This design comes from an exercise in tuning for small area and a short achievable clock period on the open sky130 flow, not from production work. For this run, only the layout was checked, not whether the RTL still works. Power figures rest on the tool's default switching activity, not on a simulated workload.

**flow/flow/run.sh**
```bash
#!/bin/bash
# Standard layout, with the smallest buffer (buf_1) on every input and output
# port, and a clock tree of clkbuf_8 without dummy loads.
set -euo pipefail
export BUFFER_PORTS_ARGS="-buffer_cell sky130_fd_sc_hd__buf_1"
export CTS_ARGS="-sink_clustering_enable -repair_clock_nets -dont_use_dummy_load -buf_list sky130_fd_sc_hd__clkbuf_8"
bash standard.sh > standard.log 2>&1
```
**flow/standard.sh**
```bash
#!/bin/bash
# synth_recipe.tcl (not shown) runs the flow's synth.tcl, then flattens the netlist and writes it again
# the make line also repeats each setting of config.mk as NAME=value (left out here)
make -C /OpenROAD-flow-scripts/flow DESIGN_CONFIG=/design/flow/config.mk WORK_HOME=/design/flow/orfs CLKGATE_MAP_FILE= SYNTH_SCRIPT=/design/flow/synth_recipe.tcl "${@:-finish}"
```
**flow/config.mk**
```make
export PLATFORM = sky130hd
export DESIGN_NAME = mult_top
export DESIGN_NICKNAME = mult_top
export VERILOG_FILES = /design/flow/design.v
export SDC_FILE = /design/flow/constraint.sdc
export NUM_CORES = 4
export LEC_CHECK = 0
export ABC_AREA = 1
export CAP_MARGIN = 20
export CORE_MARGIN = 2
export CORE_UTILIZATION = 40
export SETUP_SLACK_MARGIN = 2.7
export SLEW_MARGIN = 20
```
**flow/constraint.sdc**
```tcl
create_clock -name core_clock -period 5.2 [get_ports {clk}]
set_input_delay 1.0400 -clock core_clock [delete_from_list [all_inputs] [get_ports {clk}]]
set_output_delay 1.0400 -clock core_clock [all_outputs]
set_load 0.01 [all_outputs]
```
**flow/design.v**
```verilog
module mult_top(
    input clk,
    input  [15:0] x,
    input  [15:0] y,
    output [31:0] p_out
    );
    localparam M = 16;
    wire [36:0] cs;
    wire [12:0] oa;
    wire [11:0] pl;
    lobo_pre pre(.x(x), .y(y), .cs(cs), .oa(oa), .pl(pl));
    reg [36:0] C_vec;    
    reg [12:0] A_vec;    
    reg [11:0] L_vec;    
    always @(posedge clk)
    begin
        C_vec <= cs;
        A_vec <= oa;
        L_vec <= pl;
    end
    wire [M:0] lo;
    wire [19-M:0] hi;
    lobo_sum sum(.cs(C_vec), .oa(A_vec), .lo(lo), .hi(hi));
    reg [11+M:0] P_vec;   
    reg          K_vec;   
    reg [19-M:0] H_vec;   
    always @(posedge clk)
    begin
        P_vec <= {lo[M-1:0], L_vec};
        K_vec <= lo[M];
        H_vec <= hi;
    end
    assign p_out[11+M:0] = P_vec;
    lobo_inc inc(.hi(H_vec), .c(K_vec), .p(p_out[31:12+M]));
endmodule
module lobo_pre(
    input  [15:0] x,
    input  [15:0] y,
    output [36:0] cs,           
    output [12:0] oa,           
    output [11:0] pl            
    );
    wire x11 = x[11];
    wire [15:0] yv = y ^ {16{x11}};
    wire one0 = x[12] ^ x[11];
    wire two0 = ~one0 & (x[13] ^ x[12]);
    wire neg0 = x[13];
    wire one1 = x[14] ^ x[13];
    wire two1 = ~one1 & (x[15] ^ x[14]);
    wire neg1 = x[15];
    wire [15:0] yn0 = y ^ {16{neg0}};
    wire [15:0] yn1 = y ^ {16{neg1}};
    wire sf0 = neg0 & (one0 | two0);
    wire sf1 = neg1 & (one1 | two1);
    wire [10:0] a = x[10:0] ^ {11{x11}};
    wire s10 = a[10];
    wire s9  = ~a[10] & a[9];
    wire s8  = ~a[10] & ~a[9] & a[8];
    wire s0  = ~a[10] & ~a[9] & ~a[8] & (|a[7:0]);
    wire [9:0] x20 = {a[9] & a[10], a[8] & (a[10] | a[9]), a[7:1], a[0] & (a[10] | a[9] | a[8])};
    wire ps = x11 ^ y[15];
    wire [2:0] ya = y[14:12] ^ {3{y[15]}};
    wire k2 = ya[2];
    wire k1 = ~ya[2] & ya[1];
    wire k0 = ~ya[2] & ~ya[1] & ya[0];
    wire [12:0] ov = {{3{ps}}, x20 ^ {10{ps}}};
    assign oa = ({13{k2}} & (ov << 2)) | ({13{k1}} & (ov << 1)) | ({13{k0}} & ov);
    assign pl[0] = (s0 & yv[0]);
    assign pl[1] = (s0 & yv[1]);
    assign pl[2] = (s0 & yv[2]);
    assign pl[3] = (s0 & yv[3]);
    assign pl[4] = (s0 & yv[4]);
    assign pl[5] = (s0 & yv[5]);
    assign pl[6] = (s0 & yv[6]);
    assign pl[7] = (s0 & yv[7]);
    assign pl[8] = (s0 & yv[8]) | (s8 & yv[0]);
    assign pl[9] = (s0 & yv[9]) | (s8 & yv[1]) | (s9 & yv[0]);
    assign pl[10] = (s0 & yv[10]) | (s8 & yv[2]) | (s9 & yv[1]) | (s10 & yv[0]);
    assign pl[11] = (s0 & yv[11]) | (s8 & yv[3]) | (s9 & yv[2]) | (s10 & yv[1]);
    wire w0 = ((one0 & yn0[0]) | (two0 & neg0));
    wire w1 = ((one0 & yn0[1]) | (two0 & yn0[0]));
    wire w2 = ((one0 & yn0[2]) | (two0 & yn0[1]));
    wire w3 = ((one0 & yn0[3]) | (two0 & yn0[2]));
    wire w4 = ((one0 & yn0[4]) | (two0 & yn0[3]));
    wire w5 = ((one0 & yn0[5]) | (two0 & yn0[4]));
    wire w6 = ((one0 & yn0[6]) | (two0 & yn0[5]));
    wire w7 = ((one0 & yn0[7]) | (two0 & yn0[6]));
    wire w8 = ((one0 & yn0[8]) | (two0 & yn0[7]));
    wire w9 = ((one0 & yn0[9]) | (two0 & yn0[8]));
    wire w10 = ((one0 & yn0[10]) | (two0 & yn0[9]));
    wire w11 = ((one0 & yn0[11]) | (two0 & yn0[10]));
    wire w12 = ((one0 & yn0[12]) | (two0 & yn0[11]));
    wire w13 = ((one0 & yn0[13]) | (two0 & yn0[12]));
    wire w14 = ((one0 & yn0[14]) | (two0 & yn0[13]));
    wire w15 = ((one0 & yn0[15]) | (two0 & yn0[14]));
    wire w16 = ~((one0 & yn0[15]) | (two0 & yn0[15]));
    wire w17 = ((one1 & yn1[0]) | (two1 & neg1));
    wire w18 = ((one1 & yn1[1]) | (two1 & yn1[0]));
    wire w19 = ((one1 & yn1[2]) | (two1 & yn1[1]));
    wire w20 = ((one1 & yn1[3]) | (two1 & yn1[2]));
    wire w21 = ((one1 & yn1[4]) | (two1 & yn1[3]));
    wire w22 = ((one1 & yn1[5]) | (two1 & yn1[4]));
    wire w23 = ((one1 & yn1[6]) | (two1 & yn1[5]));
    wire w24 = ((one1 & yn1[7]) | (two1 & yn1[6]));
    wire w25 = ((one1 & yn1[8]) | (two1 & yn1[7]));
    wire w26 = ((one1 & yn1[9]) | (two1 & yn1[8]));
    wire w27 = ((one1 & yn1[10]) | (two1 & yn1[9]));
    wire w28 = ((one1 & yn1[11]) | (two1 & yn1[10]));
    wire w29 = ((one1 & yn1[12]) | (two1 & yn1[11]));
    wire w30 = ((one1 & yn1[13]) | (two1 & yn1[12]));
    wire w31 = ((one1 & yn1[14]) | (two1 & yn1[13]));
    wire w32 = ((one1 & yn1[15]) | (two1 & yn1[14]));
    wire w33 = ~((one1 & yn1[15]) | (two1 & yn1[15]));
    wire w34 = (s10 & yv[2]) | (s9 & yv[3]) | (s8 & yv[4]) | (s0 & yv[12]);
    wire w35 = (s10 & yv[3]) | (s9 & yv[4]) | (s8 & yv[5]) | (s0 & yv[13]);
    wire w36 = (s10 & yv[4]) | (s9 & yv[5]) | (s8 & yv[6]) | (s0 & yv[14]);
    wire w37 = (s10 & yv[5]) | (s9 & yv[6]) | (s8 & yv[7]) | (s0 & yv[15]);
    wire w38 = (s10 & yv[6]) | (s9 & yv[7]) | (s8 & yv[8]) | (s0 & yv[15]);
    wire w39 = (s10 & yv[7]) | (s9 & yv[8]) | (s8 & yv[9]) | (s0 & yv[15]);
    wire w40 = (s10 & yv[8]) | (s9 & yv[9]) | (s8 & yv[10]) | (s0 & yv[15]);
    wire w41 = (s10 & yv[9]) | (s9 & yv[10]) | (s8 & yv[11]) | (s0 & yv[15]);
    wire w42 = (s10 & yv[10]) | (s9 & yv[11]) | (s8 & yv[12]) | (s0 & yv[15]);
    wire w43 = (s10 & yv[11]) | (s9 & yv[12]) | (s8 & yv[13]) | (s0 & yv[15]);
    wire w44 = (s10 & yv[12]) | (s9 & yv[13]) | (s8 & yv[14]) | (s0 & yv[15]);
    wire w45 = (s10 & yv[13]) | (s9 & yv[14]) | (s8 & yv[15]) | (s0 & yv[15]);
    wire w46 = (s10 & yv[14]) | (s9 & yv[15]) | (s8 & yv[15]) | (s0 & yv[15]);
    wire w47 = ~((s10 | s9 | s8 | s0) & yv[15]);
    wire w48 = w0 ^ sf0 ^ w34;
    wire w49 = (w0 & sf0) | (w34 & (w0 ^ sf0));
    wire w50 = w2 ^ w17 ^ sf1;
    wire w51 = (w2 & w17) | (sf1 & (w2 ^ w17));
    wire w52 = w3 ^ w18 ^ w37;
    wire w53 = (w3 & w18) | (w37 & (w3 ^ w18));
    wire w54 = w4 ^ w19 ^ w38;
    wire w55 = (w4 & w19) | (w38 & (w4 ^ w19));
    wire w56 = w5 ^ w20 ^ w39;
    wire w57 = (w5 & w20) | (w39 & (w5 ^ w20));
    wire w58 = w6 ^ w21 ^ w40;
    wire w59 = (w6 & w21) | (w40 & (w6 ^ w21));
    wire w60 = w7 ^ w22 ^ w41;
    wire w61 = (w7 & w22) | (w41 & (w7 ^ w22));
    wire w62 = w8 ^ w23 ^ w42;
    wire w63 = (w8 & w23) | (w42 & (w8 ^ w23));
    wire w64 = w9 ^ w24 ^ w43;
    wire w65 = (w9 & w24) | (w43 & (w9 ^ w24));
    wire w66 = w10 ^ w25 ^ w44;
    wire w67 = (w10 & w25) | (w44 & (w10 ^ w25));
    wire w68 = w11 ^ w26 ^ w45;
    wire w69 = (w11 & w26) | (w45 & (w11 ^ w26));
    wire w70 = w12 ^ w27 ^ w46;
    wire w71 = (w12 & w27) | (w46 & (w12 ^ w27));
    wire w72 = w13 ^ w28 ^ w47;
    wire w73 = (w13 & w28) | (w47 & (w13 ^ w28));
    assign cs[0] = w48;    
    assign cs[1] = w1;    
    assign cs[2] = w35;    
    assign cs[3] = w49;    
    assign cs[4] = w36;    
    assign cs[5] = w50;    
    assign cs[6] = w51;    
    assign cs[7] = w52;    
    assign cs[8] = w53;    
    assign cs[9] = w54;    
    assign cs[10] = w55;    
    assign cs[11] = w56;    
    assign cs[12] = w57;    
    assign cs[13] = w58;    
    assign cs[14] = w59;    
    assign cs[15] = w60;    
    assign cs[16] = w61;    
    assign cs[17] = w62;    
    assign cs[18] = w63;    
    assign cs[19] = w64;    
    assign cs[20] = w65;    
    assign cs[21] = w66;    
    assign cs[22] = w67;    
    assign cs[23] = w68;    
    assign cs[24] = w69;    
    assign cs[25] = w70;    
    assign cs[26] = w71;    
    assign cs[27] = w72;    
    assign cs[28] = w14;    
    assign cs[29] = w29;    
    assign cs[30] = w73;    
    assign cs[31] = w15;    
    assign cs[32] = w30;    
    assign cs[33] = w16;    
    assign cs[34] = w31;    
    assign cs[35] = w32;    
    assign cs[36] = w33;    
endmodule
module lobo_sum(
    input  [36:0] cs,
    input  [12:0] oa,
    output [16:0] lo,           
    output [3:0] hi            
    );
    wire w74 = cs[1] ^ cs[2] ^ cs[3];
    wire w75 = (cs[1] & cs[2]) | (cs[3] & (cs[1] ^ cs[2]));
    wire w76 = cs[4] ^ cs[5] ^ oa[2];
    wire w77 = (cs[4] & cs[5]) | (oa[2] & (cs[4] ^ cs[5]));
    wire w78 = cs[6] ^ cs[7] ^ oa[3];
    wire w79 = (cs[6] & cs[7]) | (oa[3] & (cs[6] ^ cs[7]));
    wire w80 = cs[8] ^ cs[9] ^ oa[4];
    wire w81 = (cs[8] & cs[9]) | (oa[4] & (cs[8] ^ cs[9]));
    wire w82 = cs[10] ^ cs[11] ^ oa[5];
    wire w83 = (cs[10] & cs[11]) | (oa[5] & (cs[10] ^ cs[11]));
    wire w84 = cs[12] ^ cs[13] ^ oa[6];
    wire w85 = (cs[12] & cs[13]) | (oa[6] & (cs[12] ^ cs[13]));
    wire w86 = cs[14] ^ cs[15] ^ oa[7];
    wire w87 = (cs[14] & cs[15]) | (oa[7] & (cs[14] ^ cs[15]));
    wire w88 = cs[16] ^ cs[17] ^ oa[8];
    wire w89 = (cs[16] & cs[17]) | (oa[8] & (cs[16] ^ cs[17]));
    wire w90 = cs[18] ^ cs[19] ^ oa[9];
    wire w91 = (cs[18] & cs[19]) | (oa[9] & (cs[18] ^ cs[19]));
    wire w92 = cs[20] ^ cs[21] ^ oa[10];
    wire w93 = (cs[20] & cs[21]) | (oa[10] & (cs[20] ^ cs[21]));
    wire w94 = cs[22] ^ cs[23] ^ oa[11];
    wire w95 = (cs[22] & cs[23]) | (oa[11] & (cs[22] ^ cs[23]));
    wire w96 = cs[24] ^ cs[25] ^ oa[12];
    wire w97 = (cs[24] & cs[25]) | (oa[12] & (cs[24] ^ cs[25]));
    wire w98 = cs[26] ^ cs[27] ^ ~oa[12];
    wire w99 = (cs[26] & cs[27]) | (~oa[12] & (cs[26] ^ cs[27]));
    wire w100 = ~(cs[28] ^ cs[29]);
    wire w101 = cs[28] | cs[29];
    wire w102 = ~(cs[31] ^ cs[32]);
    wire w103 = cs[31] | cs[32];
    wire w104 = cs[33] ^ cs[34];
    wire w105 = cs[33] & cs[34];
    wire w106 = cs[30] ^ w99 ^ w100;
    wire w107 = (cs[30] & w99) | (w100 & (cs[30] ^ w99));
    wire w108 = w101 ^ w102;
    wire w109 = w101 & w102;
    wire w110 = w103 ^ w104;
    wire w111 = w103 & w104;
    wire w112 = ~(cs[35] ^ w105);
    wire w113 = cs[35] | w105;
    wire [19:0] ra = {1'b1, cs[36], w111, w109, w107, w106, w97, w95, w93, w91, w89, w87, w85, w83, w81, w79, w77, w75, oa[1], cs[0]};
    wire [19:0] rb = {1'b0, w113, w112, w110, w108, 1'b0, w98, w96, w94, w92, w90, w88, w86, w84, w82, w80, w78, w76, w74, oa[0]};
    assign lo = {1'b0, ra[15:0]} + {1'b0, rb[15:0]};
    assign hi = ra[19:16] + rb[19:16];
endmodule
module lobo_inc(
    input  [3:0] hi,
    input  c,
    output [3:0] p
    );
    assign p = hi + c;
endmodule
module LOBOq2_12bit_1C_v2(
    input [15:0] x,
    input [15:0] y,
    output [31:0] p
    );
    wire [36:0] cs;
    wire [12:0] oa;
    wire [16:0] lo;
    wire [3:0] hi;
    lobo_pre pre(.x(x), .y(y), .cs(cs), .oa(oa), .pl(p[11:0]));
    lobo_sum sum(.cs(cs), .oa(oa), .lo(lo), .hi(hi));
    assign p[27:12] = lo[15:0];
    lobo_inc inc(.hi(hi), .c(lo[16]), .p(p[31:28]));
endmodule
```
==> run notes <==
-- synthesized netlist by cell type, drive strengths merged --
| cell | number |
|---|---|
| a211oi | 1 |
| a22oi | 1 |
| or2 | 6 |
| clkbuf | 4 |
| nand2 | 187 |
| nand3b | 2 |
| fa | 29 |
| o22ai | 28 |
| ha | 26 |
| nor3 | 4 |
| buf | 18 |
| a21oi | 10 |
| o21ai | 22 |
| dfxtp | 95 |
| inv | 96 |
| nand4 | 3 |
| xor2 | 14 |
| nand3 | 43 |
| clkinv | 2 |
| xnor2 | 58 |
| nor2 | 66 |
-- registers in the layout, summed over array words and instances, names as in the netlist --
signal	flops
H_vec	4
C_vec	37
K_vec	1
A_vec	13
P_vec	28
L_vec	12
-- stage by stage --
step / instances / cell area, um2 / total power, mW / setup slack (ps)
final: 970 / 6570 / 3.13 / 2730
after floorplan: 715 / 5720 / 2.29 / 2660
after CTS: 949 / 6220 / 3.12 / 2700
after detailed placement: 940 / 6040 / 2.72 / 1610
after global placement: 940 / 6040 / 2.71 / 1650
after global routing: 970 / 6570 / 3.46 / 2660
-- timing repair --
| item | CTS | global route |
|---|---|---|
| hold endpoints to repair | 0 | 0 |
| endpoints found under the setup margin | 52 | 23 |
| pin swaps | 0 | 5 |
| gates resized for setup | 15 | 33 |
| hold buffers | 0 | 0 |
| cloned | 0 | 4 |
| setup buffers | 0 | 17 |
-- logic make-up after synthesis --
kind of cell    synth area share, %
xor+xnor                       12.6
flops                          33.4
buf+inv                        9.23
simple gates                   22.7
fa+ha+maj                      15.9
compound gates                 6.16
-- layer usage --
| metal | up-vias | wire length, um | track usage, % |
|---|---|---|---|
| met1 | 2095 | 6280 | 24.7 |
| li1 | 2369 | - | - |
| met5 | - | 0 | 0 |
| met2 | 166 | 6470 | 29.6 |
| met4 | 0 | 408 | 7.24 |
| met3 | 27 | 808 | 4.01 |
-- worst reg2reg max path: cells and delay by family, from the launching register on --
family | cells | cell delay [ps]
adder cells (fa/ha/maj) | 2 | 890
AND/OR/NAND/NOR | 6 | 530
flip-flops | 1 | 420
buffers and inverters | 2 | 180
-- final cells by class --
cell class                      count  area, um2  share of cell area (%)
Multi-Input combinational cell    503       3440                    52.4
Sequential cell                    95       1900                    29.0
Timing Repair Buffer               85        490                    7.47
Inverter                           98        383                    5.83
Tap cell                          180        225                    3.43
Clock buffer                        9        124                    1.89
-- worst max path at each step --
stage / start / to
after floorplan: x[11] / C_vec[11]$_DFF_P_
after global placement: x[11] / C_vec[15]$_DFF_P_
after detailed placement: x[11] / C_vec[15]$_DFF_P_
after CTS: x[11] / C_vec[15]$_DFF_P_
after global routing: x[11] / C_vec[0]$_DFF_P_
final: x[11] / C_vec[0]$_DFF_P_
-- power breakdown --
part,switching [mW],internal [mW]
Clock,0.232,0.155
Sequential,0.0804,0.941
Combinational,1.07,0.651
==> metrics.csv <==
stage,metric,value,unit
status,status,timing/DRC/antenna clean,
timing,hold_ws,317,ps
layout,layout_commonest_cell,nand2_1,
placed_design,gp_congestion,0.915,
timing,fin_setup_tns,0,ps
routing,routed-via-count,4657,
placed_design,dp.final_hpwl,10.5,mm
routing,antenna_left,0,
cts,cts_buffer_depth,2,
timing,final_hold_viol_count,0,
layout,final_cell_mix,"nand2_1, dfxtp_1, inv_1",
timing,fmaxAchievable,0.405,GHz
synthesis,synthesis.nets,803,
die,io_pins,65,
synthesis,synth_cells,715,
hold_path,hold_start,L_vec[3]$_DFF_P_,
cts,numCtsBuffers,9,
setup_path,cp_slowest_stage_delay,430,ps
die,dieHeight,123,um
die,rows,43,
cts,clk_latency,380,ps
die,die_w,123,um
setup_path,path_delay_family,buffers and inverters,
routing,totalWireLength,14.0,mm
synthesis,synth_area_per_cell,7.96,um2
cts,htree_num_levels,3,
flow_run,maxCapViolCount,0,
setup_path,timing.rr.end,P_vec[27]$_DFF_P_,
setup_path,cp.depth,12,
layout,synthToLayoutAreaGrowth,15.4,%
setup_path,cp_cell_sequence,clkbuf_16 > buf_16 > inv_4 > nand2_4 > nand2_8 > clkinvlp_4 > buf_4 > nand2_1 > o21ai_0 > nor2_1 > nand2_1 > fa_1,
setup_path,crit_slowest_cell,fa_1,
timing,tightest_slew,469,ps
hold_path,hold_class,flip-flop to flip-flop,
synthesis,yosysUniqueCellTypes,33,
die,initial_utilization,41.0,%
cts,cts.clk_slew.worst_paths,100,ps
die,die_area,15200,um2
timing,final_max_slew_viol_count,0,
synthesis,synth_top_area_share,33.4,%
setup_path,crit_required,5440,ps
timing,post-route-period-util,47.5,%
hold_path,hold_depth,0,
cts,cts_sinks,95,
setup_path,critPathCaptureType,flip-flop,
layout,fillCellCount,1395,
setup_path,crit_fanout,11,
synthesis,synth_area_leaders,"dfxtp_1, nand2_1, fa_1",
setup_path,crit_path_frequent_cell,nand2_1,
global_routing,grt_use_total,18.6,%
synthesis,synth_top_area_cell,dfxtp_1,
global_routing,antenna_found_initial,1,
timing,slew_headroom,68.7,%
setup_path,path_class,input port to flip-flop,
power,power_per_cell_area,477,nW/um2
timing,layout_min_cycle_time,2470,ps
timing,rsz0062_at_grt,false,
routing,drt_iter0_markers,264,
setup_path,critPathLaunchType,input port,
routing,dr.pass1.iters,7,
global_routing,grt_pass1_vias,4281,
layout,drive_gt1_share,10.0,%
timing,setup_violations,0,
layout,fin_util,47.3,%
routing,drc,0,
setup_path,reg2regPathDepth,10,
die,core-area,13900,um2
synthesis,synth_seq_cells,95,
layout,nNetsFinal,880,
setup_path,path_buf_inv,5,
setup_path,arrival,2710,ps
placed_design,portBuffers,64,
cts,cts_tree,built,
routing,routed_via_density,4.80,
synthesis,synth_area,5690,um2
timing,clock_skew,22.4,ps
power,leakagePower,3.14,nW
setup_path,r2r_slack,3090,ps
routing,wire_per_inst,14.4,um
power,ir_drop,0.162,mV
global_routing,grt_max_degree,23,
hold_path,worstHoldEndpoint,P_vec[3]$_DFF_P_,
synthesis,synth_warnings,1,
layout,diodes,0,
cts,cts-root-buf,clkbuf_8,
global_routing,overflow,0,
global_routing,grt_first_pass_wirelength,21.3,mm
synthesis,yosysSeqAreaShare,33.4,%
setup_path,reg2reg_from,A_vec[12]$_DFF_P_,

what the ideal ports hide:
The results above use ideal ports. As a check the final layout listed here was re-extracted and re-timed, cells and wires unchanged.
Step 1, drivers: a clkbuf_16 drives clk and a buf_2 each remaining input, both assumed.
Step 2 adds t to the input delays and takes it off the output delays; t is the mean of the earliest and latest rising clock arrival at the registers after step 1. Input paths then give back, and output paths get back, about the clock's delay inside the block.
a / b / c = ideal / step 1 / step 2; a / b = the first two.
t (ns): 0.401
setup WS [ns]: 2.731 / 2.690 / 2.289
worst setup path at the end: input to register
worst register clock-pin slew, ns: 0.10 / 0.10
worst data-port slew with drivers (ns): 0.11
After both steps this run still meets setup and hold. For this run, drivers alone change the setup slack by -0.041 ns; drivers and shift together by -0.442 ns.
